Source: an optimization exercise on an open RTL-to-GDS flow (aim: small area and a short achievable clock period). Production flows keep margins and buffers that such runs may drop. The clock input has no modelled driver; a real chip could not lean on it and would need a root buffer or a full tree. No activity file was given, so power comes from the tool's default toggle rates.

Setup of the reference run:
==> module hb_task_queue_core, before the edit <==
module hb_task_queue_core #(
    parameter DEPTH = 16,
    parameter WIDTH = 32
)(
    input  logic clk,
    input  logic reset,                  
    input  logic push_req,
    input  logic [WIDTH-1:0] data_in,
    output logic full,
    output logic valid_out,
    output logic [WIDTH-1:0] data_out,
    input  logic pop_req,
    output logic empty                   
);
    localparam RDEPTH = DEPTH - 1;       
    logic [WIDTH-1:0]  head_q;
    logic [WIDTH-1:0]  slot [0:RDEPTH-1];
    logic [DEPTH:0]    occ;              
    logic [RDEPTH-1:0] rsel;             
    logic              valid_q, full_q;  
    logic              le1_q;            
    logic              mid_q;            
    assign data_out  = head_q;
    assign valid_out = valid_q;
    assign full      = full_q;
    assign empty     = occ[0];
    assign occ       = {rsel, valid_q & le1_q, !valid_q};
    wire head_en = occ[0] ? push_req : pop_req;
    logic [WIDTH-1:0] head_d;
    always_comb begin
        head_d = le1_q ? data_in : '0;
        for (int j = 0; j < RDEPTH; j++)
            head_d = head_d | (rsel[j] ? slot[j] : '0);
    end
    always_ff @(posedge clk) begin
        if (head_en)
            head_q <= head_d;
        else
            head_q <= head_q & {WIDTH{!occ[0]}};
    end
    wire shift = push_req && mid_q;
    always_ff @(posedge clk) begin
        if (shift) begin
            slot[0] <= data_in;
            for (int j = 1; j < RDEPTH; j++)
                slot[j] <= slot[j-1];
        end
    end
    logic [DEPTH:0] occ_up, occ_dn, occ_both;
    always_comb begin
        occ_up            = {occ[DEPTH-1:0], 1'b0};
        occ_up[DEPTH]     = occ[DEPTH-1] | occ[DEPTH];
        occ_dn            = {1'b0, occ[DEPTH:1]};
        occ_dn[0]         = occ[0] | occ[1];
        occ_both          = occ;
        occ_both[0]       = 1'b0;
        occ_both[1]       = occ[0] | occ[1];
        occ_both[DEPTH-1] = occ[DEPTH-1] | occ[DEPTH];
        occ_both[DEPTH]   = 1'b0;
    end
    logic s_hold, s_push, s_pop, s_both;
    hb_req_decode decode (
        .push_req(push_req),
        .pop_req(pop_req),
        .reset(reset),
        .s_hold(s_hold),
        .s_push(s_push),
        .s_pop(s_pop),
        .s_both(s_both)
    );
    wire [DEPTH:0] occ_n = ({(DEPTH+1){s_hold}} & occ)
                         | ({(DEPTH+1){s_push}} & occ_up)
                         | ({(DEPTH+1){s_pop}}  & occ_dn)
                         | ({(DEPTH+1){s_both}} & occ_both)
                         | {{DEPTH{1'b0}}, reset};
    always_ff @(posedge clk) begin
        rsel    <= occ_n[DEPTH:2];
        valid_q <= !occ_n[0];
        full_q  <= occ_n[DEPTH];
        le1_q   <= occ_n[0] | occ_n[1];
        mid_q   <= !occ_n[0] && !occ_n[DEPTH];
    end
endmodule
==> flow/config.mk <==
export PLATFORM = sky130hd
export DESIGN_NAME = hb_task_queue_top
export DESIGN_NICKNAME = hb_task_queue_top
export VERILOG_FILES = /design/flow/design.v
export SDC_FILE = /design/flow/constraint.sdc
export NUM_CORES = 4
export LEC_CHECK = 0
export CAP_MARGIN = 20
export CORE_MARGIN = 2
export CORE_UTILIZATION = 60
export PLACE_DENSITY = 0.72
export SETUP_SLACK_MARGIN = 1.9
export SLEW_MARGIN = 20
export SYNTH_HIERARCHICAL = 1
export SYNTH_MINIMUM_KEEP_SIZE = 0
==> flow/constraint.sdc <==
create_clock -name core_clock -period 3.6 [get_ports {clk}]
set_input_delay 0.7200 -clock core_clock [delete_from_list [all_inputs] [get_ports {clk}]]
set_output_delay 0.7200 -clock core_clock [all_outputs]
set_load 0.01 [all_outputs]
standard.sh (not shown) runs the stock make flow with config.mk's settings and CLKGATE_MAP_FILE= SYNTH_SCRIPT=/design/flow/synth_recipe.tcl, a recipe that flattens the netlist after the stock synthesis.
==> flow/flow/run.sh <==
#!/bin/bash
# Own layout flow: the standard ORFS flow, with two changes:
#  - the clock tree is built by flow/pre_cts.tcl (two inverter levels) in
#    place of TritonCTS;
#  - every port gets a buf_1 as its port buffer.
# Each ORFS step writes its full log under orfs/logs/; make's own output goes
# to flow_make.log in the work folder.
set -euo pipefail
W=$(pwd)
bash standard.sh \
  PRE_CTS_TCL="$W/flow/pre_cts.tcl" \
  BUFFER_PORTS_ARGS="-buffer_cell sky130_fd_sc_hd__buf_1" \
  finish > "$W/flow_make.log" 2>&1
Other scripts of this flow, unchanged in this note and not shown: flow/flow/mtree.tcl, flow/flow/pre_cts.tcl
The reference run ended with every stage complete and zero timing, DRC or antenna violations.
#### Input delta (the trial run over the reference run)
diff --git a/flow/design.v b/flow/design.v
--- a/flow/design.v
+++ b/flow/design.v
@@ -23,22 +23,28 @@
     assign data_out  = head_q;
     assign valid_out = valid_q;
     assign full      = full_q;
     assign empty     = occ[0];
     assign occ       = {rsel, valid_q & le1_q, !valid_q};
-    wire head_en = occ[0] ? push_req : pop_req;
+    wire head_en = occ[0] || pop_req;
     logic [WIDTH-1:0] head_d;
-    always_comb begin
-        head_d = le1_q ? data_in : '0;
-        for (int j = 0; j < RDEPTH; j++)
-            head_d = head_d | (rsel[j] ? slot[j] : '0);
+    for (genvar i = 0; i < WIDTH; i++) begin : g_hd
+        logic [5:0] t_n;
+        for (genvar p = 0; p < 5; p++) begin : g_p
+            hb_aoi222 l1 (.a0(rsel[3*p]),   .b0(slot[3*p][i]),
+                          .a1(rsel[3*p+1]), .b1(slot[3*p+1][i]),
+                          .a2(rsel[3*p+2]), .b2(slot[3*p+2][i]), .y(t_n[p]));
+        end
+        hb_nand2 l1d (.a(le1_q), .b(data_in[i]), .y(t_n[5]));
+        logic [1:0] t_o;
+        hb_nand3 l2a (.a(t_n[0]), .b(t_n[1]), .c(t_n[2]), .y(t_o[0]));
+        hb_nand3 l2b (.a(t_n[3]), .b(t_n[4]), .c(t_n[5]), .y(t_o[1]));
+        hb_or2 l3 (.a(t_o[0]), .b(t_o[1]), .y(head_d[i]));
     end
     always_ff @(posedge clk) begin
         if (head_en)
             head_q <= head_d;
-        else
-            head_q <= head_q & {WIDTH{!occ[0]}};
     end
     wire shift = push_req && mid_q;
     always_ff @(posedge clk) begin
         if (shift) begin
             slot[0] <= data_in;
@@ -92,10 +98,23 @@
 );
     assign s_hold = !reset && !push_req && !pop_req;
     assign s_push = !reset &&  push_req && !pop_req;
     assign s_pop  = !reset && !push_req &&  pop_req;
     assign s_both = !reset &&  push_req &&  pop_req;
+endmodule
+module hb_aoi222 (input logic a0, input logic b0, input logic a1, input logic b1,
+                  input logic a2, input logic b2, output logic y);
+    assign y = !((a0 & b0) | (a1 & b1) | (a2 & b2));
+endmodule
+module hb_nand2 (input logic a, input logic b, output logic y);
+    assign y = !(a & b);
+endmodule
+module hb_nand3 (input logic a, input logic b, input logic c, output logic y);
+    assign y = !(a & b & c);
+endmodule
+module hb_or2 (input logic a, input logic b, output logic y);
+    assign y = a | b;
 endmodule
 module hb_task_distributor (
     input  logic clk,
     input  logic reset,                  
     input  logic in_valid,
### Flow results
- Compared with the reference run, the trial run shows a lower first-pass GRT wire length.
- When the final numbers for the trial run and the reference run were put side by side, the simple logic cell fraction of the synthesized area turned out to be smaller in the reference run.
- Between the trial run and the reference run, it is the trial run whose average wire length per cell after detail routing is lower, by 1.6 µm.
- The trial run ended with more core utilization than the reference run.
- Compared with the reference run, in the trial run area growth from synthesis to layout increased 2.8 points; leakage power up about 1.4%.
- The higher smallest setup slack after layout came out of the reference run.
- Reported for the trial run and the reference run, number of nets with antenna violations after detailed routing turned out identical to the last digit.
- Comparing the trial run with the reference run, the source-to-sink clock delay at the later pin of the worst-skew pair came out essentially unchanged.
- The trial run | stages: all done | timing, DRC, antenna: all pass
No run of this note included a check of the RTL's function; only the layout flow was run. No run of this note takes its clock network from TritonCTS; it comes from the design's own scripts or RTL.

* * *

before:
hb_task_queue_top, a different RTL version from the one above (not shown whole).
Size: ~580 flip-flops, ~110 I/O pins, about 21000 um^2 of cells after synthesis.
==> module hb_task_queue_core, before the edit <==
module hb_task_queue_core #(
    parameter DEPTH = 16,
    parameter WIDTH = 32
)(
    input  logic clk,
    input  logic reset,                  
    input  logic push_req,
    input  logic [WIDTH-1:0] data_in,
    output logic full,
    output logic valid_out,
    output logic [WIDTH-1:0] data_out,
    input  logic pop_req,
    output logic empty                   
);
    localparam RDEPTH = DEPTH - 1;       
    logic [WIDTH-1:0]  head_q;
    logic [WIDTH-1:0]  slot [0:RDEPTH-1];
    logic [DEPTH:0]    nocc;             
    logic [DEPTH:0]    occ;              
    logic [RDEPTH-1:0] rsel;             
    logic              valid_q, full_q;  
    logic              le1_q;            
    logic              mid_q;            
    assign data_out  = head_q;
    assign valid_out = valid_q;
    assign full      = full_q;
    assign empty     = occ[0];
    assign occ       = ~nocc;
    logic [1:0] head_en;
    hb_or2 head_en_lo (.a(occ[0]), .b(pop_req), .y(head_en[0]));
    hb_or2 head_en_hi (.a(occ[0]), .b(pop_req), .y(head_en[1]));
    logic [WIDTH-1:0] head_d;
    always_comb begin
        head_d = le1_q ? data_in : '0;
        for (int j = 0; j < RDEPTH; j++)
            head_d = head_d | (rsel[j] ? slot[j] : '0);
    end
    always_ff @(posedge clk) begin
        if (head_en[0])
            head_q[WIDTH/2-1:0] <= head_d[WIDTH/2-1:0];
        if (head_en[1])
            head_q[WIDTH-1:WIDTH/2] <= head_d[WIDTH-1:WIDTH/2];
    end
    logic [RDEPTH-1:0] shift;
    for (genvar j = 0; j < RDEPTH; j++) begin : g_shift
        hb_and2 shift_en (.a(push_req), .b(mid_q), .y(shift[j]));
    end
    always_ff @(posedge clk) begin
        if (shift[0])
            slot[0] <= data_in;
        for (int j = 1; j < RDEPTH; j++)
            if (shift[j])
                slot[j] <= slot[j-1];
    end
    logic [DEPTH:0] occ_up, occ_dn, occ_both;
    always_comb begin
        occ_up            = {occ[DEPTH-1:0], 1'b0};
        occ_up[DEPTH]     = occ[DEPTH-1] | occ[DEPTH];
        occ_dn            = {1'b0, occ[DEPTH:1]};
        occ_dn[0]         = occ[0] | occ[1];
        occ_both          = occ;
        occ_both[0]       = 1'b0;
        occ_both[1]       = occ[0] | occ[1];
        occ_both[DEPTH-1] = occ[DEPTH-1] | occ[DEPTH];
        occ_both[DEPTH]   = 1'b0;
    end
    localparam NDEC = 3;
    logic [NDEC-1:0] s_hold, s_push, s_pop, s_both;
    for (genvar d = 0; d < NDEC; d++) begin : g_dec
        hb_req_decode decode (
            .push_req(push_req),
            .pop_req(pop_req),
            .reset(reset),
            .s_hold(s_hold[d]),
            .s_push(s_push[d]),
            .s_pop(s_pop[d]),
            .s_both(s_both[d])
        );
    end
    logic [DEPTH:0] occ_n;
    for (genvar k = 0; k <= DEPTH; k++) begin : g_next
        localparam int D = (k * NDEC) / (DEPTH + 1);
        assign occ_n[k] = (s_hold[D] & occ[k]) | (s_push[D] & occ_up[k])
                        | (s_pop[D] & occ_dn[k]) | (s_both[D] & occ_both[k])
                        | (k == 0 ? reset : 1'b0);
    end
    always_ff @(posedge clk) begin
        nocc    <= ~occ_n;
        rsel    <= occ_n[DEPTH:2];
        valid_q <= !occ_n[0];
        full_q  <= occ_n[DEPTH];
        le1_q   <= occ_n[0] | occ_n[1];
        mid_q   <= !occ_n[0] && !occ_n[DEPTH];
    end
endmodule
export LEC_CHECK = 0
export CAP_MARGIN = 20
export CORE_MARGIN = 2
export CORE_UTILIZATION = 60
export PLACE_DENSITY = 0.72
export SETUP_SLACK_MARGIN = 2.0
export SLEW_MARGIN = 20
export SYNTH_HIERARCHICAL = 1
export SYNTH_MINIMUM_KEEP_SIZE = 0
create_clock -name core_clock -period 3.6 [get_ports {clk}]
Scripts as last shown in full above: flow/flow/run.sh
Other scripts of this flow, unchanged in this note and not shown: flow/flow/mtree.tcl, flow/flow/pre_cts.tcl
Input changes introduced in after (baseline for comparison: before):
diff --git a/flow/design.v b/flow/design.v
--- a/flow/design.v
+++ b/flow/design.v
@@ -78,18 +78,33 @@
         );
     end
-    logic [DEPTH:0] occ_n;
-    for (genvar k = 0; k <= DEPTH; k++) begin : g_next
-        localparam int D = (k * NDEC) / (DEPTH + 1);
-        assign occ_n[k] = (s_hold[D] & occ[k]) | (s_push[D] & occ_up[k])
-                        | (s_pop[D] & occ_dn[k]) | (s_both[D] & occ_both[k])
-                        | (k == 0 ? reset : 1'b0);
-    end
-    always_ff @(posedge clk) begin
-        nocc    <= ~occ_n;
-        rsel    <= occ_n[DEPTH:2];
-        valid_q <= !occ_n[0];
-        full_q  <= occ_n[DEPTH];
-        le1_q   <= occ_n[0] | occ_n[1];
-        mid_q   <= !occ_n[0] && !occ_n[DEPTH];
+    function automatic [3:0] flags(input [DEPTH:0] o);
+        flags = {!o[0], o[DEPTH], o[0] | o[1], !o[0] && !o[DEPTH]};
+    endfunction
+    localparam NB = DEPTH + 1 + 4;
+    wire [NB-1:0] c_hold = {flags(occ), occ};
+    wire [NB-1:0] c_push = {flags(occ_up), occ_up};
+    wire [NB-1:0] c_pop  = {flags(occ_dn), occ_dn};
+    wire [NB-1:0] c_both = {flags(occ_both), occ_both};
+    logic [NB-1:0] nxt;
+    for (genvar k = 0; k < NB; k++) begin : g_next
+        localparam int D = (k * NDEC) / NB;
+        if (k == 0 || k == DEPTH + 2) begin : g_set
+            hb_pick4_set pick (
+                .s0(s_hold[D]), .s1(s_push[D]), .s2(s_pop[D]), .s3(s_both[D]),
+                .a(c_hold[k]), .b(c_push[k]), .c(c_pop[k]), .d(c_both[k]),
+                .set(reset), .y(nxt[k])
+            );
+        end else begin : g_plain
+            hb_pick4 pick (
+                .s0(s_hold[D]), .s1(s_push[D]), .s2(s_pop[D]), .s3(s_both[D]),
+                .a(c_hold[k]), .b(c_push[k]), .c(c_pop[k]), .d(c_both[k]),
+                .y(nxt[k])
+            );
+        end
+    end
+    always_ff @(posedge clk) begin
+        nocc    <= ~nxt[DEPTH:0];
+        rsel    <= nxt[DEPTH:2];
+        {valid_q, full_q, le1_q, mid_q} <= nxt[NB-1:DEPTH+1];
     end
 endmodule
@@ -113,4 +128,19 @@
 module hb_or2 (input logic a, input logic b, output logic y);
     assign y = a | b;
+endmodule
+module hb_pick4 (
+    input  logic s0, s1, s2, s3,
+    input  logic a, b, c, d,
+    output logic y
+);
+    assign y = (s0 & a) | (s1 & b) | (s2 & c) | (s3 & d);
+endmodule
+module hb_pick4_set (
+    input  logic s0, s1, s2, s3,
+    input  logic a, b, c, d,
+    input  logic set,
+    output logic y
+);
+    assign y = (s0 & a) | (s1 & b) | (s2 & c) | (s3 & d) | set;
 endmodule
 module hb_task_distributor (
Results
Compared with before, in after XOR/XNOR share of the synthesized area held, die area went up about 1.7%. before -> after: routed metal-1 wire length increased slightly. after was carried through to the last stage, and its layout satisfied the timing, design-rule and antenna checks. before: full flow OK, the timing, design-rule and antenna checks passed. Measured against each other, before and after differ in fmax, the higher figure coming from after. Going from before to after, global-route wire length before repair grows by 3.6 mm. [compare] base=before new=after: critical path depth went down by 1, total power up 1.8%, layout inverter count without the clock tree went up by 16.
Function was not checked in any run of this note: the RTL went through the layout flow alone. No run of this note takes its clock network from TritonCTS; it comes from the design's own scripts or RTL.

[re-timing with driven ports]
The results above use ideal ports. As a check the final layouts listed here were re-extracted and re-timed, cells and wires unchanged.
Step 1, drivers: a clkbuf_16 drives clk and a buf_2 each remaining input, both assumed.
Step 2, shift: input delay + t, output delay - t, t = (earliest + latest rising clock arrival at the registers) / 2. This alone moves slack from input paths to output paths.
Three values: no drivers, after step 1, after step 2; two values: the first two.
| run | t (ns) | slack for setup (ns) | worst data-port slew with drivers (ns) |
|---|---|---|---|
| the reference run | 0.385 | 1.897 / 1.774 / 1.644 | 0.08 |
| the trial run | 0.384 | 1.849 / 1.821 / 1.686 | 0.07 |
| before | 0.387 | 1.871 / 1.811 / 1.543 | 0.16 |
| after | 0.387 | 1.971 / 1.815 / 1.567 | 0.28 |
After both steps setup and hold are still met in every run listed. For after, which loses most, drivers alone change the setup slack by -0.156 ns; drivers and shift together by -0.404 ns.
